Source: an optimization exercise on an open RTL-to-GDS flow (aim: small area, a short achievable clock period and few clock cycles). Production flows keep margins and buffers that such runs may drop.
Function was checked by simulation only, so behaviour that the tests miss may differ from the original.
Power and IR drop assume default switching activity.

--- flow/design.v ---
module JAM (
    input CLK,
    input RST,
    output [3:0] MatchCount,
    output [9:0] MinCost,
    output       Valid,
    output [2:0] W,
    output [2:0] J,
    input  [6:0] Cost
);
localparam ST_SCAN = 2'd0;
localparam ST_Z    = 2'd1;
localparam ST_FIN  = 2'd2;
localparam ST_DONE = 2'd3;
integer k;
reg [1:0] st;
reg [6:0] cnt;
reg [2:0] rc;           
reg [2:0] jr;           
reg [2:0] wr;           
reg [2:0] r;            
reg       first;        
reg       pend;         
reg       pe;           
reg [6:0] dsum;         
reg [6:0] delta;        
reg [8:0] kofs;         
reg [9:0] xh;           
reg [6:0] cost_r;
reg [7:0] dmin;
reg [2:0] j1p, j0p, p1;    
reg [2:0] wp;           
reg [2:0] wro, wpo;     
reg       m1;
reg       aact;
reg [2:0] ar;            
reg [2:0] ac;
reg [9:0] mincost;
reg       valid;
reg [6:0] xz;           
reg [2:0] lp;           
reg [6:0] dmore;        
reg [7:0] zr;
reg [2:0] tpos;         
reg       dst;          
reg       pendc;        
reg       ph1;          
reg [2:0] lvl;
reg [3:0] ds;
reg [7:0] dused;
reg [20:0] dch;
reg [3:0] dcnt;
reg [55:0] cNV;    
reg [63:0] cM;     
reg [23:0] cW;     
reg [7:0]  cU;     
reg [23:0] cP;     
reg [7:0]  cMt;    
reg [55:0] rU;     
reg [7:0]  rV;     
reg [3:0]  win;    
assign MatchCount = dcnt;
assign MinCost    = mincost;
assign Valid      = valid;
assign W          = wr;
assign J          = jr;
wire scan = (st == ST_SCAN);
wire zp   = (st == ST_Z);
wire hold1 = scan && (cnt == 7'd1) && aact && !adone;
wire s_proc = scan && (cnt >= 7'd2 && cnt <= 7'd9);
wire fclr = first && scan && (cnt >= 7'd1 && cnt <= 7'd8);   
wire z_proc = zp && (cnt >= 7'd2 && cnt <= 7'd65);
wire force0 = ph1 && !pend;
wire dwin = (win != 4'd0) && !pend;
wire [6:0] dsel = (dwin && cU[1]) ? delta : 7'd0;
wire [6:0] nv_e = force0 ? 7'd0 : (cNV[13:7] + dsel);
wire [6:0] u_e  = force0 ? 7'd0 : (rU[13:7]  + ((dwin && rV[1]) ? delta : 7'd0));
wire [9:0] xa = force0 ? 10'd0 : {3'b000, cNV[13:7]};
wire [9:0] xb = force0 ? 10'd0 : {3'b000, dsel};
wire [9:0] xc = {kofs[8], kofs};
wire [9:0] xh_e = (xa ^ xb ^ xc) + {((xa[8:0] & xb[8:0]) | (xa[8:0] & xc[8:0]) | (xb[8:0] & xc[8:0])), 1'b0};
wire [9:0] cand = {3'b000, cost_r} + xh;
wire usedh = cU[0];
wire isj0  = !first && (j0p == 3'd0);
wire elig  = !usedh && !isj0;
wire [7:0] mold = cM[7:0];
wire [7:0] din  = dmin;
function sgn3;
    input [6:0] a;
    input [9:0] b;
    input [7:0] x;
    reg [10:0] p, q, y, sm, cy;
    begin
        p = {4'b0000, a};
        q = {b[9], b};
        y = ~{3'b000, x};
        sm = p ^ q ^ y;
        cy = {((p[9:0] & q[9:0]) | (p[9:0] & y[9:0]) | (q[9:0] & y[9:0])), 1'b1};
        sgn3 = (sm + cy) >> 10;
    end
endfunction
wire c1 = sgn3(cost_r, xh, mold);
wire c2 = sgn3(cost_r, xh, din);
wire c3 = (mold < din);
wire better = elig && c1;
wire [7:0] mnew = better ? cand[7:0] : mold;
wire take = elig && (c2 || c3);
wire [7:0] dmin_n = take ? mnew : din;
wire [2:0] p1_n = take ? cP[2:0] : p1;
wire       m1_n = take ? cMt[0] : m1;
wire [2:0] r1 = r + 3'd1;
wire pcommit = !(s_proc && (cnt == 7'd9) && take);
wire [2:0] rn = (r == 3'd7) ? (rc + 3'd3) : r1;
wire [2:0] wnx_t = cMt[0] ? cP[2:0] : rn;
wire [2:0] wnx_f = m1 ? p1 : rn;
wire [2:0] wnx = take ? wnx_t : wnx_f;
wire [2:0] wpx_t = wnx_t - rc - 3'd1;
wire [2:0] wpx_f = wnx_f - rc - 3'd1;
wire [2:0] wpx = take ? wpx_t : wpx_f;
wire [6:0] zc = cnt - 7'd2;
wire [6:0] zn = cnt - 7'd1;
wire [7:0] zs = {1'b0, cost_r} + {1'b0, xz};
wire zbit = (zs == {1'b0, rU[6:0]});
wire [2:0] zcol = rc + zc[5:3];
reg  [7:0] mz;
reg  [6:0] nv_z;
wire [2:0] zsel = zn[5:3] + 3'd1;
always @(*) begin
    mz = cM[7:0];
    for (k = 0; k < 8; k = k + 1)
        if (zcol == k) mz[k] = zbit;
    nv_z = 7'd0;
    for (k = 0; k < 8; k = k + 1)
        if (zsel == k) nv_z = cNV[7*k +: 7];
end
wire [7:0] cM_h = z_proc ? mz : s_proc ? mnew : pM[7:0];
wire [2:0] cW_h = (s_proc && better) ? wro : cW[2:0];
wire       cU_h = z_proc ? 1'b0 : s_proc ? (usedh | isj0) : cU[0];
wire       rV_h = s_proc ? (rV[0] | (wpo == 3'd0)) : rV[0];
wire [2:0] apos = ac;
wire [2:0] rm1  = r - 3'd1;
reg  [2:0] arw;
reg  [2:0] aenc;
always @(*) begin
    arw = 3'd0;
    for (k = 0; k < 8; k = k + 1)
        if (apos == k) arw = cW[3*k +: 3];
    aenc = 3'd0;
    for (k = 0; k < 8; k = k + 1)
        if (cMt[k] && (cP[3*k +: 3] == arw)) aenc = k;
end
wire adone = (arw == ar);
wire [2:0] awp = apos - 3'd1;    
wire [2:0] usel = wp;
reg [6:0] u_w;
reg       v_w;
reg       rV_w;
always @(*) begin
    u_w = 7'd0;
    v_w = 1'b0;
    rV_w = 1'b0;
    for (k = 0; k < 8; k = k + 1)
        if (usel == k) begin
            u_w = rU[7*k +: 7];
            rV_w = rV[k];
        end
end
wire [2:0] lpd = dgo ? (lp + 3'd1) : lp;
wire [2:0] lpb = tpos;
wire [2:0] tp_l = lvl - rc - 3'd1;
wire [2:0] tp_1 = dtl - rc - 3'd1;
wire [2:0] tp_2 = dtl2 - rc - 3'd1;
reg [7:0] gd, gb;
always @(*) begin
    gd = 8'd0;
    gb = 8'd0;
    for (k = 0; k < 8; k = k + 1) begin
        if (lpd == k) gd = cM[8*k +: 8];
        if (lpb == k) gb = cM[8*k +: 8];
    end
end
wire [7:0] zrow = zr;
reg  [7:0] gtm;
always @(*) begin
    for (k = 0; k < 8; k = k + 1)
        gtm[k] = ds[3] || (k > ds[2:0]);
end
wire [7:0] dc = zrow & ~dused & gtm;
reg  [2:0] dj;
always @(*) begin
    dj = 3'd0;
    for (k = 7; k >= 0; k = k - 1)
        if (dc[k]) dj = k;
end
wire dgo = (st == ST_FIN) && dst;
wire dhave = (dc != 8'd0);
wire ddesc = dhave && (lvl != 3'd7);
wire dtwo  = dhave && !one8(dc);
reg  [6:0] dlt, dlt2;
reg  [2:0] dtl, dtl2;
reg        dany;
reg  [2:0] dback;
reg  [7:0] dkeep;
always @(*) begin
    for (k = 0; k < 7; k = k + 1)
        dlt[k] = dmore[k] && (k < lvl);
    dany = (dlt != 7'd0);
    dtl = 3'd0;
    for (k = 0; k < 7; k = k + 1)
        if (dlt[k]) dtl = k;
    dlt2 = 7'd0;
    for (k = 0; k < 7; k = k + 1)
        dlt2[k] = dmore[k] && (k < dtl);
    dtl2 = 3'd0;
    for (k = 0; k < 7; k = k + 1)
        if (dlt2[k]) dtl2 = k;
    dback = 3'd0;
    dkeep = 8'd0;
    for (k = 0; k < 7; k = k + 1) begin
        if (dtl == k) dback = dch[3*k +: 3];
        if (k < dtl) dkeep = dkeep | (8'd1 << dch[3*k +: 3]);
    end
end
reg [7:0] rf;
reg [7:0] ctk;
reg [63:0] pM;
function one8;    
    input [7:0] x;
    reg [3:0] o1, t1;
    reg [1:0] o2, t2;
    begin
        o1 = x[7:4] | x[3:0];
        t1 = x[7:4] & x[3:0];
        o2 = o1[3:2] | o1[1:0];
        t2 = (o1[3:2] & o1[1:0]) | t1[3:2] | t1[1:0];
        one8 = (o2[1] ^ o2[0]) && !(o2[1] & o2[0]) && (t2 == 2'b00)
            || ((o2[1] ^ o2[0]) && (t2 == 2'b00));
    end
endfunction
always @(*) begin
    for (k = 0; k < 8; k = k + 1)
        rf[k] = one8(cM[8*k +: 8]);
    for (k = 0; k < 8; k = k + 1)
        ctk[k] = (st == ST_FIN) && ({cM[56+k], cM[48+k], cM[40+k], cM[32+k], cM[24+k], cM[16+k], cM[8+k], cM[k]} & rf) != 8'd0;
    for (k = 0; k < 64; k = k + 1)
        pM[k] = cM[k] && (rf[k / 8] || !ctk[k % 8]);
end
wire allf = (rf == 8'hFF);
always @(posedge CLK) begin
    cost_r <= Cost;
    xh <= xh_e;
    cNV <= {cNV[6:0], cNV[55:14], nv_e};
    cM  <= {cM_h, pM[63:16], (fclr ? 8'hFF : pM[15:8])};
    cW  <= {cW_h, cW[23:3]};
    cU  <= {cU_h, cU[7:2], (cU[1] & !fclr)};
    cP  <= {cP[2:0], cP[23:3]};
    if (aact) begin
        for (k = 0; k < 8; k = k + 1)
            if (awp == k) cP[3*k +: 3] <= arw;
    end
    rU <= {rU[6:0], rU[55:14], u_e};
    rV <= {rV_h, rV[7:2], (rV[1] & !fclr)};
    if (scan && cnt == 7'd1)
        dmin <= 8'hFF;
    if (s_proc) begin
        dmin <= dmin_n;
        p1 <= p1_n;
        m1 <= m1_n;
    end
    if (s_proc && take)
        j1p <= 3'd7;
    else
        j1p <= j1p - 3'd1;
    if (pend)
        j0p <= j1p - 3'd1;
    else
        j0p <= j0p - 3'd1;
    if (pend)
        delta <= dmin[6:0] - dsum;
    if (aact) begin
        ac <= aenc - 3'd1;
    end else begin
        ac <= j1p - 3'd1;    
        ar <= r;
    end
    xz <= (zn[5:3] == 3'd0) ? nv_e : nv_z;
    wro <= wr;
    wpo <= wp - 3'd1;
    if (dgo) begin
        if (ddesc) begin
            for (k = 0; k < 7; k = k + 1)
                if (lvl == k) dch[3*k +: 3] <= dj;
        end
    end
    zr <= (!dgo || ddesc) ? gd : gb;
    tpos <= (!dgo || ddesc) ? ((dtwo && dgo) ? tp_l : tp_1) : tp_2;
end
always @(posedge CLK or posedge RST) begin
    if (RST) begin
        st <= ST_SCAN;
        cnt <= 7'd0;
        rc <= 3'd0;
        jr <= 3'd2;
        wr <= 3'd0;
        wp <= 3'd0;
        r <= 3'd0;
        first <= 1'b1;
        pend <= 1'b0;
        win <= 4'd0;
        pe <= 1'b0;
        dsum <= 7'd0;
        kofs <= 9'd0;
        mincost <= 10'd0;
        valid <= 1'b0;
        aact <= 1'b0;
        cMt <= 8'd0;
        dmore <= 7'd0;
        lvl <= 3'd0;
        lp <= 3'd0;
        ds <= 4'hF;
        dused <= 8'd0;
        dcnt <= 4'd0;
        dst <= 1'b0;
        pendc <= 1'b0;
        ph1 <= 1'b1;
    end else begin
        rc <= rc + 3'd1;
        wp <= wp - 3'd1;
        jr <= jr + 3'd1;
        lp <= lp - 3'd1;
        pend <= 1'b0;
        cMt <= {cMt[0], cMt[7:1]};
        win <= pend ? 4'd8 : (dwin ? win - 4'd1 : 4'd0);
        if (aact) begin
            for (k = 0; k < 8; k = k + 1)
                if (awp == k) cMt[k] <= 1'b1;
            if (adone)
                aact <= 1'b0;
        end
        pendc <= pend && pcommit;
        if (pend)
            ph1 <= 1'b0;
        if (pend) begin
            if (pe) begin
                if (pcommit && r != 3'd7)
                    aact <= 1'b1;
                if (r == 3'd7)
                    wr <= rc + 3'd3;
                kofs <= 9'd0;
                first <= 1'b1;
            end else begin
                kofs <= {2'b00, dmin[6:0]} - {2'b00, u_w};
                first <= 1'b0;
            end
        end
        if (pendc) begin
            if (pe) begin
                if (r == 3'd7) begin
                    st <= ST_Z;
                    wr <= rc + 3'd3;
                end
                r <= r1;
                mincost <= mincost + dmin[6:0];
                dsum <= 7'd0;
            end else begin
                dsum <= dmin[6:0];
            end
        end
        case (st)
            ST_SCAN: begin
                if (cnt == 7'd8 || (cnt == 7'd9 && take)) begin
                    pend <= 1'b1;
                    pe <= !m1_n;
                    cnt <= (cnt == 7'd8) ? 7'd9 : 7'd0;
                    wr <= wnx;
                    wp <= wpx;
                end else if (cnt == 7'd9) begin
                    cnt <= 7'd1;
                end else if (!hold1) begin
                    cnt <= cnt + 7'd1;
                end
            end
            ST_Z: begin
                wr <= rc + 3'd3;
                if (cnt[2:0] == 3'd7)
                    jr <= jr + 3'd2;
                if (cnt == 7'd65)
                    st <= ST_FIN;
                cnt <= cnt + 7'd1;
            end
            default: ;
        endcase
        if (st == ST_FIN)
            dst <= 1'b1;
        if (st == ST_FIN && allf) begin
            dcnt <= 4'd1;
            valid <= 1'b1;
            st <= ST_DONE;
        end else if (dgo) begin
            if (ddesc) begin
                dused <= dused | (8'd1 << dj);
                lvl <= lvl + 3'd1;
                lp <= lp;
                ds <= 4'hF;
                for (k = 0; k < 7; k = k + 1)
                    if (lvl == k) dmore[k] <= dtwo;
            end else begin
                if (lvl == 3'd7 && dhave)
                    dcnt <= dcnt + 4'd1;
                if (!dany) begin
                    valid <= 1'b1;
                    st <= ST_DONE;
                end
                dused <= dkeep;
                lvl <= dtl;
                lp <= dtl - rc - 3'd1;
                ds <= {1'b0, dback};
            end
        end
    end
end
endmodule
--- flow/run.sh ---
#!/bin/bash
# synth_recipe.tcl (not shown) runs the flow's synth.tcl, then flattens the netlist and writes it again
# the make line also repeats each setting of config.mk as NAME=value (left out here)
make -C /OpenROAD-flow-scripts/flow DESIGN_CONFIG=/design/flow/config.mk WORK_HOME=/design/flow/orfs CLKGATE_MAP_FILE= SYNTH_SCRIPT=/design/flow/synth_recipe.tcl finish
--- flow/config.mk ---
export PLATFORM = sky130hd
export DESIGN_NAME = JAM
export DESIGN_NICKNAME = JAM
export VERILOG_FILES = /design/flow/design.v
export SDC_FILE = /design/flow/constraint.sdc
export NUM_CORES = 4
export LEC_CHECK = 0
export CAP_MARGIN = 20
export CORE_MARGIN = 2
export CORE_UTILIZATION = 40
export CTS_CLUSTER_DIAMETER = 80
export CTS_CLUSTER_SIZE = 20
export SETUP_SLACK_MARGIN = 3.9
export SLEW_MARGIN = 20
--- flow/constraint.sdc ---
create_clock -name core_clock -period 7.0 [get_ports {CLK}]
set_input_delay 1.4000 -clock core_clock [delete_from_list [all_inputs] [get_ports {CLK}]]
set_output_delay 1.4000 -clock core_clock [all_outputs]
set_load 0.01 [all_outputs]
==> results.cfg, run 1 <==
[logic_synthesis]
synthMuxAreaShare = 0.0716
ys_seq_area_frac = 0.433
synth_xor_area_frac = 0.0440
synth_cell_types = 89
postSynthCellCount = 2191
synth_nets = 2349
synth_simple_gate_area_frac = 0.129
synth_fa_ha_area_frac = 0.0968
ys.flop_type = dfxtp_1
syn_avg_cell_area_um2 = 10.1
synth_top_family_by_area = compound AO/OA/AOI/OAI gates
async_flop_share = 0.227
synth-seq-cells = 431
synth_warnings = 1
syn_area_um2 = 22100
synth_compound_area_frac = 0.181
synth_edf_count = 43

[timing]
slew-limit-headroom = 0.247
finalMaxSlewViolations = 0
fmax_mhz = 325
tightest_slew_ns = 1.13
period_share = 0.440
final.min_clock_period_ns = 3.08
timing.final.hold_violations = 0
rsz0062_at_grt = true
final.setup.tns_ns = 0
setup_viol = 0
skew_ns = 0.0361

[worst_setup_path]
startpoint_type = register
end_kind = register
cp_common_cell = o21a_1
critPathArrivalTime_ns = 3.59
cp_max_fo = 8
worstSetupPathType = reg2reg
cp_slowest_cell = fa_1
cpPeakStageDelay_ns = 0.51
worstPathRequired_ns = 7.51
crit_path_cell_trace = fa_1, inv_1, ha_1, nor2b_2, o21a_1, o21a_1, o21ai_2, a311oi_4, buf_6, o21a_4, a21bo_2, a32o_1

[cells_and_area]
stdcell_area_um2 = 25100
stdcell_count = 2970
final_layout_size_suffix_gt1_frac = 0.149
final_common_cell = dfxtp_1
area_delta_synth_final_pct = 13.5
final_cell_mix = dfxtp_1 (280), nand2_1 (180), inv_1 (147)
antennaDiodeCount = 0
nets = 2401

[hold_path]
hp-class = reg2reg

[power_and_ir_drop]
power_density_nw_per_um2 = 492
power_leakage_nw = 10.5
peakVddDrop_uv = 296

[clock_network]
cts_tree = yes
clock_sinks = 431
numCtsBuffers = 31
cts_max_path_buffers = 3
hold_buffers = 0
htreeDepth = 1
clock_latency_ns = 0.62
root_buffer = clkbuf_16
clkTransAtPathRegs_ns = 0.09

[floorplan]
start_util = 0.403
dieArea_um2 = 57100
coreArea_um2 = 54800
floorplan.rows = 86
ios = 30
die_w_um = 239
fp.dieH_um = 239

[drt]
wl_per_cell_um = 20.4
drt-initial-drc-count = 1532
routed_wirelength_mm = 60.6
viasPerCell = 5.74
drcViolationCount = 0
ant_nets = 0
vias = 17045
dr.pass1.iters = 6

[placement]
place_area_um2 = 23000
place.gp.congestion = 0.929
place_inst = 2855
portBuffers = 29
hpwl_mm = 43.2

[global_routing]
grt_pass1_vias = 16851
grt_antenna_before_repair = 0
grt_first_pass_wirelength_mm = 95.6
grt_max_degree = 62
grt-ovfl-total = 0
grt_usage = 0.210

[status]
status = finished clean

[run]
maxCapViolations = 0
sequential cells by signal, summed over array words and instances (netlist names), 10 cells and up:
| signal | count |
|---|---|
| xh | 10 |
| rU | 56 |
| cNV | 56 |
| cP | 24 |
| cM | 64 |
| dch | 21 |
| mincost | 10 |
| cW | 24 |
per-stage QoR:
stage / power [mW] / hold WS, ns / util / worst slack, ns
floorplan: 8.19 / 0.310 / - / 3.90
global placement: 9.66 / 0.312 / 0.420 / 3.09
detailed placement: 9.80 / 0.313 / 0.421 / 3.06
CTS: 12.0 / 0.332 / 0.446 / 3.85
global route: 13.2 / 0.336 / 0.457 / 3.80
finish: 12.3 / 0.329 / 0.457 / 3.92
power by group:
group          internal [mW]  switching [mW]
logic                   2.73            3.02
registers               3.52            1.18
clock network          0.906           0.970
total                   7.15            5.17
cells in the mapped netlist, types with 12 or more instances:
cell | count | area (µm²)
dfxtp_1 | 290 | 5810
nand2_1 | 184 | 691
inv_1 | 156 | 586
ha_1 | 114 | 1430
nor2_1 | 100 | 375
o21ai_0 | 96 | 480
a21oi_1 | 91 | 455
dfrtp_1 | 91 | 2280
xnor2_1 | 68 | 596
clkbuf_1 | 60 | 225
a21boi_0 | 53 | 398
a22oi_1 | 52 | 390
mux2i_1 | 52 | 521
edfxtp_1 | 43 | 1290
xor2_1 | 41 | 359
nand3_1 | 38 | 190
nor2b_1 | 38 | 238
o22ai_1 | 38 | 238
nor3_1 | 37 | 185
fa_1 | 35 | 701
mux2_2 | 34 | 383
a21o_1 | 32 | 240
nand2b_1 | 31 | 194
mux4_2 | 29 | 653
a221oi_1 | 28 | 245
and3_1 | 27 | 169
and2_1 | 24 | 150
a31oi_1 | 20 | 125
nor4_1 | 20 | 125
buf_2 | 19 | 95.1
a22o_1 | 18 | 158
o21bai_1 | 16 | 120
nand4_1 | 12 | 75.1
or3_1 | 12 | 75.1
critical path, delay by kind of cell, from the launching register on:
family | cells | cell delay [ns]
compound gates | 7 | 1.36
fa+ha+maj | 2 | 0.76
buf+inv | 2 | 0.25
flops | 1 | 0.46
simple gates | 1 | 0.15
layer usage:
layer  up-vias  wire length (µm)  global-route usage
li1       8046                 -                   -
met1      8389             28300               0.299
met2       505             27400               0.338
met3       105              3270              0.0279
met4         0              1640              0.0551
met5         -                 0                   0
layout make-up:
cell class | count | area, µm²
sequential | 431 | 9590
multi-input combinational | 1515 | 12100
inverter | 157 | 597
clock inverter | 14 | 186
timing repair buffer | 107 | 918
clock buffer | 42 | 828
tap | 704 | 881
fill | 5129 | 29700
logic make-up (layout without fill, tap and decap cells):
logic type | Yosys count | in the layout
xor+xnor | 110 | 110
buf+inv | 245 | 320
fa+ha+maj | 150 | 150
mux | 116 | 116
simple gates | 568 | 568
flops | 431 | 431
compound gates | 571 | 571
path summary, 6_finish.rpt:
kind                       slack [ns]               end                  start  depth (start not counted)
max in group asynchronous        4.28   wp[2]$_DFF_PP0_                    RST                          3
setup / recovery                 3.92   wr[1]$_DFF_PP0_  dmin[1]$_SDFFCE_PN1P_                         12
hold reg to reg                  0.33    rU[36]$_DFF_P_         rU[43]$_DFF_P_                          0
hold / removal                   0.33    rU[36]$_DFF_P_         rU[43]$_DFF_P_                          0
setup reg to reg                 3.92   wr[1]$_DFF_PP0_  dmin[1]$_SDFFCE_PN1P_                         12
min in group asynchronous        1.31  cMt[4]$_DFF_PP0_                    RST                          2
what timing repair did:
item	in CTS	in global routing
buffers inserted	22	37
pin swaps	9	35
gates resized for setup	56	80
setup endpoints to repair	92	84
Testbench counts, summed over its fixed seeds: cycles 4,380.
==> run 2: changes to the inputs <==
--- a/flow/config.mk
+++ b/flow/config.mk
@@ -11,4 +11,4 @@
 export CTS_CLUSTER_DIAMETER = 80
 export CTS_CLUSTER_SIZE = 20
-export SETUP_SLACK_MARGIN = 3.9
+export SETUP_SLACK_MARGIN = 3.95
 export SLEW_MARGIN = 20
==> run 2 against run 1 <==
Via count grew 0.22%; flip-flop and latch count is the same; sequential share of layout area shrank 0.46 points; critical path depth grew 3; wire length grew 2.1%; largest cell class unchanged; largest power group unchanged.
==> results.cfg, run 2 <==
[logic_synthesis]
yosysMostFrequentCell = dfxtp_1
synth_nets = 2349
async_flop_share = 0.227
ys.flop_type = dfxtp_1
netlist.area_leader.share = 0.263
syn_avg_cell_area_um2 = 10.1
synth_warnings = 1
synth_edf_count = 43
syn_area_um2 = 22100
ys_seq_area_frac = 0.433
postSynthCellCount = 2191
synth_top_area_cell = dfxtp_1
synth_common_cells = dfxtp_1 (290), nand2_1 (184), inv_1 (156), ha_1 (114), nor2_1 (100)
synth-seq-cells = 431
ys_top_cells_by_area = dfxtp_1 (26%), dfrtp_1 (10%), ha_1 (6.5%)
synth_cell_types = 89

[worst_setup_path]
worstPathRequired_ns = 7.48
cpPeakStageDelay_ns = 0.47
worstSetupPathType = reg2reg
end_kind = register
crit_path_cell_trace = inv_2, ha_1, nor2b_4, buf_4, buf_4, a22oi_1, o22ai_1, a22oi_1, ha_1, a21o_1, a21oi_2, o21bai_1, a21oi_1, xor2_1, o22ai_1
startpoint_type = register
cp_slowest_cell = dfrtp_2
critPathArrivalTime_ns = 3.49
cp_max_fo = 6
path_buf_inv = 3
crit_family = compound AO/OA/AOI/OAI gates

[global_routing]
grt-ovfl-total = 0
grt_usage = 0.215
grt_pass1_vias = 16935
grt_first_pass_wirelength_mm = 97.0
grt_max_degree = 61
grt_antenna_before_repair = 1

[placement]
hpwl_mm = 43.2
place.gp.congestion = 0.929
portBuffers = 29

[drt]
ant_nets = 0
wl_per_cell_um = 20.7
drcViolationCount = 0
drt-initial-drc-count = 1387
dr.pass1.iters = 5
viasPerCell = 5.71
routed_wirelength_mm = 61.9
vias = 17083

[power_and_ir_drop]
peakVddDrop_uv = 305
power_density_nw_per_um2 = 491
power.total_mw = 12.5
power_leakage_nw = 10.7

[floorplan]
start_util = 0.403
dieArea_um2 = 57100
die_w_um = 239
fp.dieH_um = 239
coreArea_um2 = 54800
ios = 30
floorplan.rows = 86

[clock_network]
numCtsBuffers = 31
clkTransAtPathRegs_ns = 0.09
clock_latency_ns = 0.61
htreeDepth = 1
root_buffer = clkbuf_16
cts_max_path_buffers = 3
clock_sinks = 431
cts_tree = yes

[timing]
final.min_clock_period_ns = 3.01
final.setup.tns_ns = 0
tightest_slew_ns = 1.07
slew-limit-headroom = 0.288
timing.final.hold_violations = 0
setup_viol = 0
rsz0062_at_grt = true
finalMaxSlewViolations = 0
skew_ns = 0.0259
fmax_mhz = 333
period_share = 0.429

[hold_path]
hp-class = reg2reg

[cells_and_area]
fillCellCount = 5051
reg_top3 = cM (64), cNV (56), rU (56)
largest_reg_flops = 64
nets = 2427
finalCoreUtilization = 0.464
area_delta_synth_final_pct = 15.0
top_register = cM
final_cell_mix = dfxtp_1 (277), nand2_1 (180), inv_1 (146)
final_common_cell = dfxtp_1
antennaDiodeCount = 0
final_layout_size_suffix_gt1_frac = 0.162

[status]
status = finished clean

[run]
maxCapViolations = 0
run 2: path summary, 6_finish.rpt:
kind	slack (ns)	depth (start not counted)	end	from
worst max-delay path	3.99	15	kofs[6]$_DFFE_PP0P_	wp[0]$_DFF_PP0_
worst min-delay path	0.33	0	cU[4]$_DFF_P_	cU[5]$_DFF_P_
worst max register to register	3.99	15	kofs[6]$_DFFE_PP0P_	wp[0]$_DFF_PP0_
worst min register to register	0.33	0	cU[4]$_DFF_P_	cU[5]$_DFF_P_
max in group asynchronous	4.78	3	pend$_DFF_PP0_	RST
min in group asynchronous	1.08	2	jr[2]$_DFF_PP0_	RST
run 2: area by class of cell:
type / count / area (µm²) / area share
clock inverter: 14 / 153 / 0.00601
tap: 704 / 881 / 0.0347
sequential: 431 / 9600 / 0.378
clock buffer: 39 / 837 / 0.0330
multi-input combinational: 1516 / 12200 / 0.479
timing repair buffer: 132 / 1150 / 0.0454
inverter: 157 / 597 / 0.0235
run 2: power by group:
| part | internal (mW) | switching, mW |
|---|---|---|
| Clock | 0.881 | 0.974 |
| Sequential | 3.52 | 1.16 |
| Combinational | 2.81 | 3.12 |
| Total | 7.21 | 5.25 |
run 2: stage by stage:
| step | instances | setup slack, ns | cell area (µm²) | hold slack, ns |
|---|---|---|---|---|
| after CTS | 2946 | 3.86 | 24600 | 0.326 |
| after floorplan | 2191 | 3.97 | 22100 | 0.310 |
| after detailed placement | 2855 | 3.01 | 23000 | 0.312 |
| after global placement | 2854 | 3.15 | 23000 | 0.312 |
| final | 2993 | 3.99 | 25400 | 0.330 |
| after global routing | 2993 | 3.81 | 25400 | 0.336 |
run 2: timing repair:
action,CTS,global route
buffers inserted,38,45
pin swaps,11,34
gates resized for setup,77,88
endpoints found under the hold margin,0,0
hold buffers,0,0
gates cloned,0,1
endpoints found under the setup margin,114,87
run 2: cell families (layout without fill, tap and decap cells):
family | after synthesis | count (layout) | synth area share
and+or+nand+nor | 568 | 568 | 0.129
DFF | 431 | 431 | 0.433
xor gates and xnor gates | 110 | 110 | 0.0440
buffers and inverters | 245 | 342 | 0.0441
muxes | 116 | 116 | 0.0716
adders and majority gates | 150 | 150 | 0.0968
AOI/OAI and AO/OA | 571 | 572 | 0.181
run 2: metal layers:
metal / vias up / GRT usage / wire [µm]
li1: 8087 / - / -
met1: 8416 / 0.304 / 28800
met2: 461 / 0.351 / 28400
met3: 119 / 0.0210 / 2990
met4: 0 / 0.0580 / 1720
met5: - / 0 / 0
==> run 3: changes to the inputs <==
--- a/flow/config.mk
+++ b/flow/config.mk
@@ -9,6 +9,6 @@
 export CORE_MARGIN = 2
 export CORE_UTILIZATION = 40
-export CTS_CLUSTER_DIAMETER = 80
-export CTS_CLUSTER_SIZE = 20
-export SETUP_SLACK_MARGIN = 3.95
+export CTS_CLUSTER_DIAMETER = 90
+export CTS_CLUSTER_SIZE = 22
+export SETUP_SLACK_MARGIN = 4.0
 export SLEW_MARGIN = 20
==> run 3 against run 2 <==
Count of clock-buffer cells in the layout stayed put; hold slack worse by 0.0062 ns; register-to-register slack worse by 0.08 ns; critical path depth is 1 higher; flip-flop and latch count stayed put.
==> results.cfg, run 3 <==
[worst_setup_path]
path_buf_inv = 4
crit_path_cell_trace = inv_2, ha_4, a21oi_4, buf_4, and3_4, nand2_2, fa_1, buf_4, fa_2, inv_2, a21oi_2, o21bai_1, a21oi_1, o21bai_1, a21oi_2, xnor2_1
cp_slowest_cell = fa_1
cpPeakStageDelay_ns = 0.46
worstPathRequired_ns = 7.49
crit_family = adder cells
cp_max_fo = 3
worstSetupPathType = reg2reg
critPathArrivalTime_ns = 3.58
startpoint_type = register
end_kind = register

[clock_network]
hold_buffers = 0
cts_tree = yes
clkTransAtPathRegs_ns = 0.09
cts_max_path_buffers = 3
clock_sinks = 431
numCtsBuffers = 26
root_buffer = clkbuf_16
clock_latency_ns = 0.60
htreeDepth = 1

[logic_synthesis]
netlist.area_leader.share = 0.263
synth_warnings = 1
syn_avg_cell_area_um2 = 10.1
synth_nets = 2349
syn_area_um2 = 22100
ys_seq_area_frac = 0.433
synth_cell_types = 89
postSynthCellCount = 2191
ys_top_cells_by_area = dfxtp_1 (26%), dfrtp_1 (10%), ha_1 (6.5%)
async_flop_share = 0.227
ys.flop_type = dfxtp_1
synth_top_area_cell = dfxtp_1
synth-seq-cells = 431
synth_edf_count = 43
yosysMostFrequentCell = dfxtp_1
synth_common_cells = dfxtp_1 (290), nand2_1 (184), inv_1 (156), ha_1 (114), nor2_1 (100)

[cells_and_area]
antennaDiodeCount = 0
finalCoreUtilization = 0.464
final_common_cell = dfxtp_1
reg_top3 = cM (64), cNV (56), rU (56)
top_register = cM
largest_reg_flops = 64
fillCellCount = 5054
final_cell_mix = dfxtp_1 (277), nand2_1 (181), inv_1 (145)
stdcell_area_um2 = 25400
final_layout_size_suffix_gt1_frac = 0.167
stdcell_count = 2998
nets = 2433
area_delta_synth_final_pct = 15.2

[timing]
final.setup.tns_ns = 0
setup_viol = 0
tightest_slew_ns = 1.10
skew_ns = 0.0239
finalMaxSlewViolations = 0
final.min_clock_period_ns = 3.09
timing.final.hold_violations = 0
period_share = 0.441
rsz0062_at_grt = true
whs_ns = 0.324
fmax_mhz = 324
slew-limit-headroom = 0.263
timing.final.ws_setup_ns = 3.91

[global_routing]
grt_pass1_vias = 16595
grt_first_pass_wirelength_mm = 95.7
grt-ovfl-total = 0
grt_antenna_before_repair = 1
grt_max_degree = 62
grt_usage = 0.211

[placement]
place.gp.congestion = 0.949
portBuffers = 29
dp_slack_ns = 3.13
hpwl_mm = 42.7
place_area_um2 = 23100
place_inst = 2857

[drt]
routed_wirelength_mm = 61.1
wl_per_cell_um = 20.4
ant_nets = 0
dr_wl_met2_mm = 28.0
viasPerCell = 5.69
dr_wl_met3_mm = 2.80
vias = 17060
m1WireLength_mm = 28.6
dr.pass1.iters = 6
drt-initial-drc-count = 1471
drcViolationCount = 0
top_layer_used = met4

[hold_path]
hp-class = reg2reg

[floorplan]
fp.dieH_um = 239
start_util = 0.403
floorplan.rows = 86
die_w_um = 239
dieArea_um2 = 57100
ios = 30
coreArea_um2 = 54800

[power_and_ir_drop]
power_leakage_nw = 10.7
power.total_mw = 12.6
power_density_nw_per_um2 = 495
peakVddDrop_uv = 278

[status]
status = finished clean

[run]
maxCapViolations = 0
run 3: cell types whose count changed in the layout (fill, tap and decap cells not counted), sizes merged:
cell and delta:
dlymetal6s2s +3, clkdlybuf4s50 -6, clkinv -3, bufinv +1, dlygate4sd2 +3, or3 +1
clkbuf -1, nand2 +1, inv -7, clkinvlp +3, buf +10
run 3: worst paths after layout:
path,startpoint,end,slack (ns),cells past startpoint
max in group asynchronous,RST,pend$_DFF_PP0_,4.57,3
setup / recovery,win[0]$_DFF_PP0_,xh[9]$_DFF_P_,3.91,16
min in group asynchronous,RST,cMt[7]$_DFF_PP0_,1.31,2
hold / removal,cU[6]$_DFF_P_,cU[5]$_DFF_P_,0.32,0
hold reg to reg,cU[6]$_DFF_P_,cU[5]$_DFF_P_,0.32,0
setup reg to reg,win[0]$_DFF_PP0_,xh[9]$_DFF_P_,3.91,16
run 3: where the power goes:
group	internal [mW]	leakage [nW]	switching [mW]	total [mW]
sequential	3.52	4.01	1.15	4.67
clock	0.799	0.412	0.907	1.71
combinational	2.97	6.29	3.24	6.21
run 3: cell families after synthesis:
family / count (synthesis) / synth area share
adders and majority gates: 150 / 0.0968
DFF: 431 / 0.433
AOI/OAI and AO/OA: 571 / 0.181
muxes: 116 / 0.0716
xor gates and xnor gates: 110 / 0.0440
and+or+nand+nor: 568 / 0.129
buffers and inverters: 245 / 0.0441
run 3: final cells by class:
cell class	instances	area [µm²]	area share
Multi-Input combinational cell	1518	12200	0.482
Sequential cell	431	9610	0.378
Timing Repair Buffer	141	1220	0.0481
Tap cell	704	881	0.0347
Clock buffer	39	742	0.0292
Inverter	157	603	0.0237
Clock inverter	8	120	0.00473
run 3: repair_timing:
| item | CTS | global route |
|---|---|---|
| gates cloned | 0 | 3 |
| resized for setup | 94 | 106 |
| endpoints found under the setup margin | 110 | 114 |
| pin swaps | 26 | 49 |
| setup buffers | 42 | 49 |
run 3: layer usage:
metal / vias up / track usage
li1: 8099 / -
met1: 8348 / 0.301
met2: 507 / 0.340
met3: 106 / 0.0209
met4: 0 / 0.0617
met5: - / 0
run 3: worst reg2reg max path, delay by kind of cell (launching register included):
| family | cells | cell delay, ns |
|---|---|---|
| buf+inv | 4 | 0.43 |
| fa+ha+maj | 3 | 0.98 |
| xor+xnor | 1 | 0.13 |
| simple gates | 2 | 0.25 |
| compound gates | 6 | 0.83 |
| flops | 1 | 0.36 |
==> run 4: changes to the inputs <==
--- a/flow/design.v
+++ b/flow/design.v
@@ -100,4 +100,18 @@
     end
 endfunction
+function le3;
+    input [6:0] a;
+    input [9:0] b;
+    input [7:0] x;
+    reg [10:0] p, q, y, sm, cy;
+    begin
+        p = {4'b0000, a};
+        q = {b[9], b};
+        y = ~{3'b000, x};
+        sm = p ^ q ^ y;
+        cy = {((p[9:0] & q[9:0]) | (p[9:0] & y[9:0]) | (q[9:0] & y[9:0])), 1'b0};
+        le3 = (sm + cy) >> 10;
+    end
+endfunction
 wire c1 = sgn3(cost_r, xh, mold);
 wire c2 = sgn3(cost_r, xh, din);
@@ -105,5 +119,7 @@
 wire better = elig && c1;
 wire [7:0] mnew = better ? cand[7:0] : mold;
-wire take = elig && (c2 || c3);
+wire e2 = le3(cost_r, xh, din);
+wire e3 = (mold <= din);
+wire take = elig && (c2 || c3 || ((e2 || e3) && !cMt[0] && m1));
 wire [7:0] dmin_n = take ? mnew : din;
 wire [2:0] p1_n = take ? cP[2:0] : p1;
--- a/flow/config.mk
+++ b/flow/config.mk
@@ -9,6 +9,6 @@
 export CORE_MARGIN = 2
 export CORE_UTILIZATION = 40
-export CTS_CLUSTER_DIAMETER = 90
-export CTS_CLUSTER_SIZE = 22
+export CTS_CLUSTER_DIAMETER = 80
+export CTS_CLUSTER_SIZE = 20
 export SETUP_SLACK_MARGIN = 4.0
 export SLEW_MARGIN = 20
==> run 4 against run 3 <==
Register-to-register slack got worse by 0.06 ns; combinational power increased by 3%; sequential share of layout area decreased by 1.1 points; via count increased by 4.6%; flip-flop and latch count unchanged; die area increased by 1.7%; total power increased by 2.6%; sequential power increased by 1%; hold slack got worse by 0.0022 ns; wire length increased by 5.9%; critical path depth decreased by 2; highest routed layer unchanged.
==> results.cfg, run 4 <==
[status]
status = finished clean

[logic_synthesis]
ys.flop_type = dfxtp_1
ys_top_cells_by_area = dfxtp_1 (26%), dfrtp_1 (10%), ha_1 (6.4%)
synth_cell_types = 96
syn_avg_cell_area_um2 = 9.71
syn_area_um2 = 22400
netlist.area_leader.share = 0.259
ys_seq_area_frac = 0.426
synth_edf_count = 43
synth_common_cells = dfxtp_1 (290), nand2_1 (226), inv_1 (159), a21oi_1 (144), nor2_1 (144)
synth_nets = 2470
yosysMostFrequentCell = dfxtp_1
synth_warnings = 1
synth_top_area_cell = dfxtp_1
postSynthCellCount = 2311
synth-seq-cells = 431
async_flop_share = 0.227

[power_and_ir_drop]
sw_frac_of_total = 0.420
p_int_mw = 7.50
switchingPower_mw = 5.43
power_frac_seq = 0.367
peakVddDrop_uv = 275
power_frac_comb = 0.494
power.share.clock = 0.139
power_density_nw_per_um2 = 493
power.total_mw = 12.9
power_leakage_nw = 10.9

[drt]
ant_nets = 0
routed_wirelength_mm = 64.7
drt-initial-drc-count = 1408
wl_per_cell_um = 20.3
vias = 17841
viasPerCell = 5.60
dr.pass1.iters = 6
drcViolationCount = 0

[worst_setup_path]
startpoint_type = register
worstSetupPathType = reg2reg
critPathArrivalTime_ns = 3.68
cp_common_cell = buf_4
cp_slowest_cell = dfrtp_4
worstPathRequired_ns = 7.53
r2r_slack_ns = 3.85
cpPeakStageDelay_ns = 0.52
cp_max_fo = 4
end_kind = register
crit_path_cell_trace = buf_12, a21oi_4, and3_4, nand2_2, fa_1, buf_4, fa_2, inv_2, a21oi_2, o21bai_1, a21oi_1, o21bai_2, buf_4, xor2_1

[floorplan]
coreArea_um2 = 55300
fp.dieH_um = 241
dieArea_um2 = 58000
floorplan.rows = 86
start_util = 0.406
die_w_um = 241
ios = 30

[global_routing]
grt_usage = 0.219
grt_pass1_vias = 17456
grt-ovfl-total = 0
grt_antenna_before_repair = 0
grt_first_pass_wirelength_mm = 99.7
grt_max_degree = 52

[placement]
portBuffers = 29
dp_slack_ns = 3.26
place.gp.congestion = 0.928
hpwl_mm = 44.8

[clock_network]
numCtsBuffers = 29
cts_tree = yes
clock_latency_ns = 0.61
clkTransAtPathRegs_ns = 0.08
htreeDepth = 1
clock_sinks = 431
cts_max_path_buffers = 3
root_buffer = clkbuf_16

[cells_and_area]
nets = 2578
area_delta_synth_final_pct = 16.7
final_common_cell = dfxtp_1
top_register = cM
reg_top3 = cM (64), cNV (56), rU (56)
antennaDiodeCount = 0
final_cell_mix = dfxtp_1 (273), nand2_1 (223), inv_1 (143)
final_layout_size_suffix_gt1_frac = 0.182
largest_reg_flops = 64

[hold_path]
hp-class = reg2reg

[timing]
tightest_slew_ns = 1.05
period_share = 0.450
slew-limit-headroom = 0.298
final.setup.tns_ns = 0
timing.final.ws_setup_ns = 3.85
timing.final.hold_violations = 0
fmax_mhz = 318
setup_viol = 0
finalMaxSlewViolations = 0
rsz0062_at_grt = true
final.min_clock_period_ns = 3.15
skew_ns = 0.0216

[run]
maxCapViolations = 0
==> run 4: timing repair <==
item / CTS / global route
endpoints found under the setup margin: 120 / 95
buffers inserted: 73 / 54
pin swaps: 25 / 66
hold endpoints to repair: 0 / 0
resized for setup: 89 / 114
cloned: 0 / 1
hold buffers: 0 / 0
==> run 4: layer usage <==
layer	track usage	wire length (µm)	up-vias
li1	-	-	8460
met1	0.310	29800	8723
met2	0.348	29300	542
met3	0.0276	3460	116
met4	0.0679	2080	0
met5	0	0	-
==> run 4: kinds of logic after synthesis <==
logic type,count (synthesis),share of synthesized area
simple gates,660,0.150
compound gates,605,0.179
flops,431,0.426
buf+inv,254,0.0461
fa+ha+maj,150,0.0953
xor+xnor,114,0.0448
mux,97,0.0591
==> run 4: path summary, 6_finish.rpt <==
| kind | from | to | cells past startpoint |
|---|---|---|---|
| worst max register to register | pend$_DFF_PP0_ | xh[7]$_DFF_P_ | 14 |
| worst min register to register | cU[2]$_DFF_P_ | cU[1]$_DFF_P_ | 0 |
| worst min-delay path | cU[2]$_DFF_P_ | cU[1]$_DFF_P_ | 0 |
| max in group asynchronous | RST | wr[0]$_DFF_PP0_ | 4 |
| worst max-delay path | pend$_DFF_PP0_ | xh[7]$_DFF_P_ | 14 |
| min in group asynchronous | RST | jr[2]$_DFF_PP0_ | 3 |
==> run 4: through the flow <==
stage | hold slack [ns] | utilization | std cells | area, µm²
2_1_floorplan | 0.310 | - | 2311 | 22500
3_3_place_gp | 0.310 | 0.423 | 3008 | 23400
3_5_place_dp | 0.313 | 0.423 | 3008 | 23400
4_1_cts | 0.328 | 0.457 | 3133 | 25300
5_1_grt | 0.336 | 0.474 | 3188 | 26200
6_report | 0.322 | 0.474 | 3188 | 26200
==> run 4: power groups by stage <==
stage               Combinational, mW  Clock [mW]  Sequential [mW]
global route                     7.04        1.93             4.85
finish                           6.39        1.79             4.74
CTS                              5.67        1.84             4.71
floorplan                        4.10           0             4.16
detailed placement               5.10           0             4.78
global placement                 4.99           0             4.76
==> run 4: area by class of cell <==
type,instances,area [µm²]
clock inverters,11,95.1
repair buffers,172,1560
flip-flops and latches,431,9620
fillers,5224,29100
multi-input cells,1626,12500
inverters,159,607
clock buffers,41,855
well taps,748,936
==> run 4: critical path: cells and delay by family (launching register included) <==
family | cells | cell delay, ns
DFF | 1 | 0.52
buffers and inverters | 4 | 0.51
AOI/OAI and AO/OA | 5 | 0.76
xor gates and xnor gates | 1 | 0.14
adders and majority gates | 2 | 0.84
and+or+nand+nor | 2 | 0.30
Testbench counts of run 4, summed over its fixed seeds: cycles 4,191.
==> run 5: changes to the inputs <==
--- a/flow/config.mk
+++ b/flow/config.mk
@@ -11,4 +11,4 @@
 export CTS_CLUSTER_DIAMETER = 80
 export CTS_CLUSTER_SIZE = 20
-export SETUP_SLACK_MARGIN = 4.0
+export SETUP_SLACK_MARGIN = 3.95
 export SLEW_MARGIN = 20
==> run 5 against run 4 <==
Clock power hardly changed; register-to-register slack hardly changed; flip-flop and latch count stayed put; total power is 3.2% lower.
==> results.cfg, run 5 <==
[power_and_ir_drop]
switchingPower_mw = 5.28
power_density_nw_per_um2 = 484
power_frac_comb = 0.481
sw_frac_of_total = 0.422
p_int_mw = 7.23
power.total_mw = 12.5
power.share.clock = 0.141
peakVddDrop_uv = 233
power_frac_seq = 0.378
power_leakage_nw = 10.8

[clock_network]
clock_sinks = 431
htreeDepth = 1
clkTransAtPathRegs_ns = 0.08
cts_max_path_buffers = 3
cts_tree = yes
root_buffer = clkbuf_16
numCtsBuffers = 29
clock_latency_ns = 0.62

[worst_setup_path]
critPathArrivalTime_ns = 3.67
critPathLaunch = win[0]$_DFF_PP0_
cp_slowest_cell = mux4_2
worstPathRequired_ns = 7.51
cp_common_cell = ha_4
r2r_start = win[0]$_DFF_PP0_
cpPeakStageDelay_ns = 0.45
end_kind = register
r2r_slack_ns = 3.84
worstSetupPathType = reg2reg
r2r.worst_path.cells = 14
cp_max_fo = 5
startpoint_type = register
crit_path_cell_trace = inv_2, ha_4, a21oi_4, buf_4, buf_8, and3_4, ha_4, fa_2, a21o_1, a21oi_2, xnor2_1, nor2_2, mux4_2, mux2_4

[hold_path]
holdCritStartpoint = rV[2]$_DFF_P_
hp-class = reg2reg
holdPathStages = 0

[timing]
timing.final.hold_violations = 0
slew-limit-headroom = 0.250
final.setup.tns_ns = 0
setup_viol = 0
timing.final.ws_setup_ns = 3.84
skew_ns = 0.0145
tightest_slew_ns = 1.12
fmax_mhz = 316
final.min_clock_period_ns = 3.16
finalMaxSlewViolations = 0
rsz0062_at_grt = true
period_share = 0.452

[logic_synthesis]
ys_seq_area_frac = 0.426
synth_common_cells = dfxtp_1 (290), nand2_1 (226), inv_1 (159), a21oi_1 (144), nor2_1 (144)
netlist.area_leader.share = 0.259
ys_top_cells_by_area = dfxtp_1 (26%), dfrtp_1 (10%), ha_1 (6.4%)
ys.flop_type = dfxtp_1
async_flop_share = 0.227
synth_edf_count = 43
syn_avg_cell_area_um2 = 9.71
synth_cell_types = 96
syn_area_um2 = 22400
synth_warnings = 1
yosysMostFrequentCell = dfxtp_1
postSynthCellCount = 2311
synth_top_area_cell = dfxtp_1
synth_nets = 2470
synth-seq-cells = 431

[run]
maxCapViolations = 0

[global_routing]
grt_pass1_vias = 17368
grt_usage = 0.220
grt_max_degree = 52
grt-ovfl-total = 0
grt_antenna_before_repair = 0
grt_first_pass_wirelength_mm = 99.9

[drt]
drt-initial-drc-count = 1628
vias = 17790
viasPerCell = 5.60
ant_nets = 0
wl_per_cell_um = 20.3
routed_wirelength_mm = 64.5
drcViolationCount = 0
dr.pass1.iters = 5

[placement]
dp_slack_ns = 3.26
portBuffers = 29
hpwl_mm = 45.0
place.gp.congestion = 0.910

[floorplan]
coreArea_um2 = 55300
fp.dieH_um = 241
floorplan.rows = 86
dieArea_um2 = 58000
die_w_um = 241
ios = 30
start_util = 0.406

[cells_and_area]
multi_input_area_um2 = 12300
nets = 2565
area.sequential_um2 = 9610
antennaDiodeCount = 0
fillCellCount = 5204
largest_reg_flops = 64
final_common_cell = dfxtp_1
finalCoreUtilization = 0.467
final_layout_size_suffix_gt1_frac = 0.166
top_register = cM
reg_top3 = cM (64), cNV (56), rU (56)
final_cell_mix = dfxtp_1 (274), nand2_1 (224), inv_1 (148)
area_delta_synth_final_pct = 15.1

[status]
status = finished clean
-- run 5: logic make-up (layout without fill, tap and decap cells) --
kind of cell               count (synthesis)  after routing  share of synthesized area
and+or+nand+nor                          660            661                      0.150
AOI/OAI and AO/OA                        605            605                      0.179
DFF                                      431            431                      0.426
buffers and inverters                    254            368                     0.0461
adders and majority gates                150            150                     0.0953
xor gates and xnor gates                 114            114                     0.0448
muxes                                     97             97                     0.0591
-- run 5: area by class of cell --
| type | instances | share of cell area |
|---|---|---|
| sequential | 431 | 0.372 |
| clock buffer | 37 | 0.0308 |
| timing repair buffer | 158 | 0.0545 |
| multi-input combinational | 1627 | 0.478 |
| inverter | 159 | 0.0235 |
| clock inverter | 14 | 0.00504 |
| tap | 748 | 0.0362 |
-- run 5: timing repair --
item,CTS,global route
endpoints found under the setup margin,105,91
pin swaps,24,34
endpoints found under the hold margin,0,0
cloned,0,1
setup buffers,67,46
resized for setup,75,85
hold buffers,0,0
-- run 5: metrics by stage --
| stage | instance area [µm²] | hold slack, ns | cells |
|---|---|---|---|
| 2_1_floorplan | 22500 | 0.310 | 2311 |
| 3_3_place_gp | 23400 | 0.311 | 3009 |
| 3_5_place_dp | 23400 | 0.314 | 3009 |
| 4_1_cts | 25100 | 0.331 | 3127 |
| 5_1_grt | 25800 | 0.339 | 3174 |
| 6_report | 25800 | 0.325 | 3174 |
-- run 5: power by group through the flow --
stage               clock [mW]  combinational [mW]  sequential, mW
floorplan                    0                4.10            4.16
global placement             0                5.01            4.75
detailed placement           0                5.11            4.77
CTS                       1.81                5.66            4.72
global route              1.90                6.67            4.84
finish                    1.77                6.02            4.73
-- run 5: path summary, 6_finish.rpt --
kind | to
worst max-delay path | xz[4]$_DFF_P_
worst min-delay path | rV[1]$_DFF_P_
worst max register to register | xz[4]$_DFF_P_
worst min register to register | rV[1]$_DFF_P_
max in group asynchronous | wr[0]$_DFF_PP0_
min in group asynchronous | jr[2]$_DFF_PP0_
-- run 5: metal layers --
layer | GRT usage | share of wire
met1 | 0.307 | 0.46
met2 | 0.351 | 0.46
met3 | 0.0339 | 0.055
met4 | 0.0636 | 0.025
met5 | 0 | 0
-- run 5: worst max-delay path: cells and delay by family, from the launching register on --
family	cells	cell delay [ns]
DFF	1	0.39
AOI/OAI and AO/OA	3	0.48
and+or+nand+nor	2	0.27
adders and majority gates	3	0.67
buffers and inverters	3	0.36
xor gates and xnor gates	1	0.15
muxes	2	0.72
==> run 6: changes to the inputs <==
--- a/flow/design.v
+++ b/flow/design.v
@@ -90,4 +90,5 @@
     input [9:0] b;
     input [7:0] x;
+    input       ci;
     reg [10:0] p, q, y, sm, cy;
     begin
@@ -96,30 +97,15 @@
         y = ~{3'b000, x};
         sm = p ^ q ^ y;
-        cy = {((p[9:0] & q[9:0]) | (p[9:0] & y[9:0]) | (q[9:0] & y[9:0])), 1'b1};
+        cy = {((p[9:0] & q[9:0]) | (p[9:0] & y[9:0]) | (q[9:0] & y[9:0])), ci};
         sgn3 = (sm + cy) >> 10;
     end
 endfunction
-function le3;
-    input [6:0] a;
-    input [9:0] b;
-    input [7:0] x;
-    reg [10:0] p, q, y, sm, cy;
-    begin
-        p = {4'b0000, a};
-        q = {b[9], b};
-        y = ~{3'b000, x};
-        sm = p ^ q ^ y;
-        cy = {((p[9:0] & q[9:0]) | (p[9:0] & y[9:0]) | (q[9:0] & y[9:0])), 1'b0};
-        le3 = (sm + cy) >> 10;
-    end
-endfunction
-wire c1 = sgn3(cost_r, xh, mold);
-wire c2 = sgn3(cost_r, xh, din);
-wire c3 = (mold < din);
+wire c1 = sgn3(cost_r, xh, mold, 1'b1);
+wire tie = !cMt[0] && m1;
+wire c2 = sgn3(cost_r, xh, din, !tie);
+wire c3 = tie ? (mold <= din) : (mold < din);
 wire better = elig && c1;
 wire [7:0] mnew = better ? cand[7:0] : mold;
-wire e2 = le3(cost_r, xh, din);
-wire e3 = (mold <= din);
-wire take = elig && (c2 || c3 || ((e2 || e3) && !cMt[0] && m1));
+wire take = elig && (c2 || c3);
 wire [7:0] dmin_n = take ? mnew : din;
 wire [2:0] p1_n = take ? cP[2:0] : p1;
==> run 6 against run 5 <==
Cell area decreased by 1.5%; hold slack got worse by 0.0041 ns; still clean; largest power group unchanged; fmax up 0.23%; critical path type unchanged; global-route usage shrank 0.28 points.
==> results.cfg, run 6 <==
[power_and_ir_drop]
power.total_mw = 12.3
power_density_nw_per_um2 = 483
power_leakage_nw = 10.8
peakVddDrop_uv = 240

[floorplan]
floorplan.rows = 86
dieArea_um2 = 57300
coreArea_um2 = 54900
ios = 30
start_util = 0.404
die_w_um = 239
fp.dieH_um = 239

[drt]
ant_nets = 0
vias = 17549
drcViolationCount = 0
dr.pass1.iters = 5
drt-initial-drc-count = 1356
routed_wirelength_mm = 62.6
viasPerCell = 5.63
wl_per_cell_um = 20.1

[timing]
final.setup.tns_ns = 0
fmax_mhz = 317
finalMaxSlewViolations = 0
rsz0062_at_grt = true
timing.final.hold_violations = 0
skew_ns = 0.0571
final.min_clock_period_ns = 3.16
period_share = 0.451
slew-limit-headroom = 0.300
setup_viol = 0
tightest_slew_ns = 1.04

[logic_synthesis]
ys.flop_type = dfxtp_1
synth_fa_ha_area_frac = 0.0971
syn_avg_cell_area_um2 = 9.57
async_flop_share = 0.227
synth_top_family_by_area = compound AO/OA/AOI/OAI gates
syn_area_um2 = 22100
ys_seq_area_frac = 0.432
synth_warnings = 1
yosysMostFrequentCell = dfxtp_1
netlist.area_leader.share = 0.262
ys_top_cells_by_area = dfxtp_1 (26%), dfrtp_1 (10%), ha_1 (6.5%)
synth-seq-cells = 431
synth_edf_count = 43
synth_xor_area_frac = 0.0486
synth_simple_gate_area_frac = 0.151
postSynthCellCount = 2315
synth_compound_area_frac = 0.174
synth_top_area_cell = dfxtp_1
synth_common_cells = dfxtp_1 (290), nand2_1 (248), inv_1 (151), nor2_1 (136)
synth_nets = 2474
synthMuxAreaShare = 0.0540
synth_cell_types = 85

[placement]
place_area_um2 = 23100
portBuffers = 29
hpwl_mm = 44.4
place_inst = 2972
place.gp.congestion = 0.960

[cells_and_area]
multi_input_area_um2 = 12200
largest_reg_flops = 64
final_common_cell = dfxtp_1
top_register = cM
final_layout_size_suffix_gt1_frac = 0.153
fillCellCount = 5222
final_cell_mix = dfxtp_1 (271), nand2_1 (245), inv_1 (133)
area_delta_synth_final_pct = 14.9
area.sequential_um2 = 9610
reg_top3 = cM (64), cNV (56), rU (56)
antennaDiodeCount = 0
nets = 2554
stdcell_count = 3118
stdcell_area_um2 = 25400

[global_routing]
grt_pass1_vias = 17125
grt_first_pass_wirelength_mm = 98.6
grt_max_degree = 57
grt_usage = 0.217
grt_antenna_before_repair = 0
grt-ovfl-total = 0

[worst_setup_path]
startpoint_type = register
cp_max_fo = 2
worstSetupPathType = reg2reg
critPathArrivalTime_ns = 3.54
end_kind = register
worstPathRequired_ns = 7.38

[clock_network]
clock_sinks = 431
clkTransAtPathRegs_ns = 0.08
htreeDepth = 1
hold_buffers = 0
clock_latency_ns = 0.64
numCtsBuffers = 28
root_buffer = clkbuf_16
cts_max_path_buffers = 3
cts_tree = yes

[hold_path]
hp-class = reg2reg

[status]
status = finished clean

[run]
maxCapViolations = 0
==> run 6: layer usage <==
metal  GRT usage  wire [µm]  vias up
met5           0          0        -
met4      0.0688       2000        0
met3      0.0236       2990      110
met2       0.354      29000      510
met1       0.301      28600     8564
li1            -          -     8365
==> run 6: power breakdown <==
part | internal [mW] | switching, mW
sequential | 3.52 | 1.19
combinational | 2.73 | 3.13
clock | 0.802 | 0.912
total | 7.05 | 5.23
==> run 6: worst paths after layout <==
kind | from | to | slack, ns | cells after the start
min reg2reg | cNV[36]$_DFF_P_ | cNV[29]$_DFF_P_ | 0.32 | 0
min | cNV[36]$_DFF_P_ | cNV[29]$_DFF_P_ | 0.32 | 0
min in group asynchronous | RST | dcnt[3]$_DFFE_PP0P_ | 1.28 | 2
max in group asynchronous | RST | wp[1]$_DFF_PP0_ | 4.36 | 4
max | dmin[1]$_SDFFCE_PN1P_ | m1$_DFFE_PP_ | 3.84 | 11
max reg2reg | dmin[1]$_SDFFCE_PN1P_ | m1$_DFFE_PP_ | 3.84 | 11
==> run 6: cell type report <==
| cell class | count | share of cell area |
|---|---|---|
| flip-flops and latches | 431 | 0.378 |
| well taps | 704 | 0.0346 |
| clock buffers | 39 | 0.0299 |
| multi-input cells | 1635 | 0.479 |
| inverters | 152 | 0.0230 |
| clock inverters | 10 | 0.00497 |
| repair buffers | 147 | 0.0508 |
==> run 6: cell families after synthesis <==
family | after synthesis
AOI/OAI and AO/OA | 589
buffers and inverters | 250
and+or+nand+nor | 675
xor gates and xnor gates | 123
muxes | 96
DFF | 431
adders and majority gates | 151
==> run 6: through the flow <==
| step | util | worst slack [ns] | hold slack, ns |
|---|---|---|---|
| floorplan | - | 3.96 | 0.310 |
| global placement | 0.421 | 3.23 | 0.311 |
| detailed placement | 0.422 | 3.16 | 0.312 |
| CTS | 0.451 | 3.90 | 0.309 |
| global route | 0.464 | 3.74 | 0.319 |
| finish | 0.464 | 3.84 | 0.321 |
==> run 6: repair_timing <==
action | in CTS | in global routing
endpoints found under the setup margin | 103 | 85
gates cloned | 1 | 0
pin swaps | 28 | 51
gates resized for setup | 99 | 89
buffers inserted | 51 | 44
==> run 6: worst max-delay path, stage by stage, from the launching register on <==
cell      delay (ns)
edfxtp_1        0.44
fa_1            0.58
inv_2           0.05
ha_4            0.25
a311oi_1        0.07
o311a_1         0.31
o21ai_2         0.20
a21oi_4         0.09
o31a_4          0.35
buf_4           0.15
buf_4           0.12
mux2_2          0.28
Testbench counts of run 6, summed over its fixed seeds: cycles 4,191.
==> run 7: changes to the inputs <==
--- a/flow/config.mk
+++ b/flow/config.mk
@@ -11,4 +11,4 @@
 export CTS_CLUSTER_DIAMETER = 80
 export CTS_CLUSTER_SIZE = 20
-export SETUP_SLACK_MARGIN = 3.95
+export SETUP_SLACK_MARGIN = 3.9
 export SLEW_MARGIN = 20
==> run 7 against run 6 <==
Still clean on timing, DRC and antenna; count of clock-buffer cells in the layout is 3 higher; cell count down 0.32%; sequential power about the same; sequential share of layout area grew 0.17 points; combinational power is 2% lower; critical path type unchanged; critical endpoint is now xh[9]$_DFF_P_; largest power group unchanged.
==> results.cfg, run 7 <==
[status]
status = finished clean

[global_routing]
grt_usage = 0.214
grt-ovfl-total = 0
grt_antenna_before_repair = 0
grt_pass1_vias = 17095
grt_first_pass_wirelength_mm = 97.7
grt_max_degree = 69

[timing]
period_share = 0.442
tightest_slew_ns = 1.06
timing.final.ws_setup_ns = 3.91
timing.final.hold_violations = 0
final.setup.tns_ns = 0
finalMaxSlewViolations = 0
final.min_clock_period_ns = 3.09
rsz0062_at_grt = true
slew-limit-headroom = 0.292
skew_ns = 0.0251
setup_viol = 0
fmax_mhz = 323

[floorplan]
ios = 30
fp.dieH_um = 239
floorplan.rows = 86
dieArea_um2 = 57300
coreArea_um2 = 54900
die_w_um = 239
start_util = 0.404

[hold_path]
hp-class = reg2reg

[clock_network]
clock_latency_ns = 0.61
hold_buffers = 0
cts_tree = yes
root_buffer = clkbuf_16
numCtsBuffers = 30
cts_max_path_buffers = 3
htreeDepth = 1
clkTransAtPathRegs_ns = 0.08
clock_sinks = 431

[worst_setup_path]
cp_max_fo = 5
startpoint_type = register
cpPeakStageDelay_ns = 0.48
cp_common_cell = inv_2
path_buf_inv = 4
end_kind = register
crit_path_cell_trace = inv_2, ha_4, a21oi_4, and3_4, nand2_2, fa_1, inv_2, ha_4, inv_2, fa_2, inv_2, a21oi_2, o21bai_1, a21oi_1, o21bai_1, a21oi_1, xnor2_1
critPathArrivalTime_ns = 3.58
crit_family = adder cells
cp_slowest_cell = fa_1
worstPathRequired_ns = 7.48
worstSetupPathType = reg2reg

[cells_and_area]
finalCoreUtilization = 0.463
top_register = cM
reg_top3 = cM (64), cNV (56), rU (56)
stdcell_area_um2 = 25400
antennaDiodeCount = 0
largest_reg_flops = 64
area_delta_synth_final_pct = 14.6
nets = 2540
final_layout_size_suffix_gt1_frac = 0.151
fillCellCount = 5173
final_cell_mix = dfxtp_1 (264), nand2_1 (245), inv_1 (133)
final_common_cell = dfxtp_1

[placement]
place.gp.congestion = 0.950
portBuffers = 29
hpwl_mm = 43.5
place_area_um2 = 23200
dp_slack_ns = 3.15

[drt]
wl_per_cell_um = 19.8
ant_nets = 0
drcViolationCount = 0
drt-initial-drc-count = 1467
routed_wirelength_mm = 61.5
dr.pass1.iters = 6
viasPerCell = 5.66
vias = 17599

[logic_synthesis]
synth_common_cells = dfxtp_1 (290), nand2_1 (248), inv_1 (151), nor2_1 (136)
ys.flop_type = dfxtp_1
synth_cell_types = 85
syn_area_um2 = 22100
ys_top_cells_by_area = dfxtp_1 (26%), dfrtp_1 (10%), ha_1 (6.5%)
synth_edf_count = 43
synth-seq-cells = 431
yosysMostFrequentCell = dfxtp_1
synth_nets = 2474
synth_warnings = 1
netlist.area_leader.share = 0.262
ys_seq_area_frac = 0.432
async_flop_share = 0.227
syn_avg_cell_area_um2 = 9.57
synth_top_area_cell = dfxtp_1
postSynthCellCount = 2315

[power_and_ir_drop]
peakVddDrop_uv = 259
power_leakage_nw = 10.7
power_density_nw_per_um2 = 486

[run]
maxCapViolations = 0
run 7: cell types whose count changed in the layout (fill, tap and decap cells not counted), moves of 3 or more:
| cell | before | now |
|---|---|---|
| dfxtp_1 | 271 | 264 |
| dfxtp_4 | 4 | 9 |
| clkdlybuf4s50_1 | 20 | 26 |
| buf_4 | 104 | 87 |
| clkinv_4 | 1 | 4 |
| clkbuf_16 | 28 | 35 |
| dlymetal6s2s_1 | 3 | 0 |
| clkbuf_1 | 9 | 5 |
| mux2i_2 | 0 | 3 |
| o21ai_1 | 10 | 7 |
| xnor2_1 | 70 | 73 |
| o21ai_0 | 115 | 118 |
| dlygate4sd2_1 | 6 | 3 |
run 7: cells by family (layout without fill, tap and decap cells):
kind of cell	after synthesis	count (layout)	share of synthesized area
flops	431	431	0.432
xor+xnor	123	123	0.0486
mux	96	96	0.0540
fa+ha+maj	151	151	0.0971
compound gates	589	589	0.174
buf+inv	250	338	0.0435
simple gates	675	676	0.151
run 7: layout make-up:
type | instances | area, µm² | area share
clock buffers | 42 | 922 | 0.0363
clock inverters | 13 | 115 | 0.00454
inverters | 152 | 588 | 0.0232
multi-input cells | 1635 | 12100 | 0.477
flip-flops and latches | 431 | 9620 | 0.379
well taps | 704 | 881 | 0.0347
repair buffers | 131 | 1150 | 0.0453
run 7: timing repair:
action	CTS	global route
setup buffers	35	42
endpoints found under the hold margin	0	0
setup endpoints to repair	98	69
gates resized for setup	83	95
gates cloned	0	1
pin swaps	14	37
run 7: power by group:
part	switching (mW)	internal, mW	total (mW)
Sequential	1.16	3.52	4.68
Combinational	3.12	2.65	5.77
Clock	0.944	0.944	1.89
run 7: routing by layer:
| metal | part of all wire | GRT usage | wire [µm] | up-vias |
|---|---|---|---|---|
| met5 | 0 | 0 | 0 | - |
| met4 | 0.022 | 0.0502 | 1360 | 0 |
| met3 | 0.055 | 0.0281 | 3360 | 83 |
| met2 | 0.45 | 0.341 | 28000 | 561 |
| met1 | 0.47 | 0.308 | 28800 | 8615 |
| li1 | - | - | - | 8340 |
run 7: final timing paths:
check,startpoint,end,slack [ns],depth (start not counted)
worst max-delay path,win[0]$_DFF_PP0_,xh[9]$_DFF_P_,3.91,17
worst min-delay path,rV[7]$_DFF_P_,rV[6]$_DFF_P_,0.32,0
worst max register to register,win[0]$_DFF_PP0_,xh[9]$_DFF_P_,3.91,17
worst min register to register,rV[7]$_DFF_P_,rV[6]$_DFF_P_,0.32,0
max in group asynchronous,RST,lvl[2]$_DFFE_PP0P_,4.52,3
min in group asynchronous,RST,dcnt[3]$_DFFE_PP0P_,1.28,2
run 7: stage by stage:
stage               hold slack, ns  total power [mW]  instances
CTS                          0.325              12.0       3065
detailed placement           0.313              9.69       2975
global route                 0.319              13.2       3108
floorplan                    0.310              8.07       2315
global placement             0.312              9.56       2975
finish                       0.324              12.3       3108
run 7: worst register-to-register path: stages (launching register included):
cell,delay (ns)
dfrtp_1,0.38
inv_2,0.07
ha_4,0.17
a21oi_4,0.19
and3_4,0.23
nand2_2,0.06
fa_1,0.48
inv_2,0.09
ha_4,0.14
inv_2,0.04
fa_2,0.37
inv_2,0.06
a21oi_2,0.04
o21bai_1,0.17
a21oi_1,0.08
o21bai_1,0.19
a21oi_1,0.11
xnor2_1,0.12

## static timing again, ports no longer ideal
The results above use ideal ports. As a check the final layouts listed here were re-extracted and re-timed, cells and wires unchanged. Step 1: set_driving_cell puts a clkbuf_16 on CLK and a buf_2 on each other input, an assumption about the parent block. Step 2 times the ports against the registers' clock, not the clock port: input delays grow and output delays shrink by t, the midpoint of the rising clock arrivals with the driver on. Three values: ideal ports, drivers, drivers and shift; two values: the first two.
| run | shift t [ns] | slack for setup (ns) | latest minus earliest clock arrival (ns) | slew at the worst register clock pin (ns) |
|---|---|---|---|---|
| run 1 | 0.661 | 3.922 / 3.922 / 3.656 | 0.040 / 0.041 | 0.09 / 0.09 |
| run 2 | 0.659 | 3.994 / 3.943 / 3.994 | 0.029 / 0.028 | 0.09 / 0.09 |
| run 3 | 0.647 | 3.913 / 3.913 / 3.913 | 0.031 / 0.030 | 0.10 / 0.10 |
| run 4 | 0.654 | 3.852 / 3.852 / 3.772 | 0.028 / 0.028 | 0.09 / 0.09 |
| run 5 | 0.671 | 3.837 / 3.837 / 3.708 | 0.017 / 0.017 | 0.09 / 0.09 |
| run 6 | 0.662 | 3.845 / 3.845 / 3.726 | 0.062 / 0.062 | 0.09 / 0.09 |
| run 7 | 0.655 | 3.906 / 3.906 / 3.899 | 0.027 / 0.027 | 0.09 / 0.09 |
After both steps setup and hold are still met in every run listed. The setup slack of run 1, which loses most, moves by 0.000 ns with the drivers and by -0.266 ns with both steps. The worst setup slack also covers recovery checks on asynchronous resets.
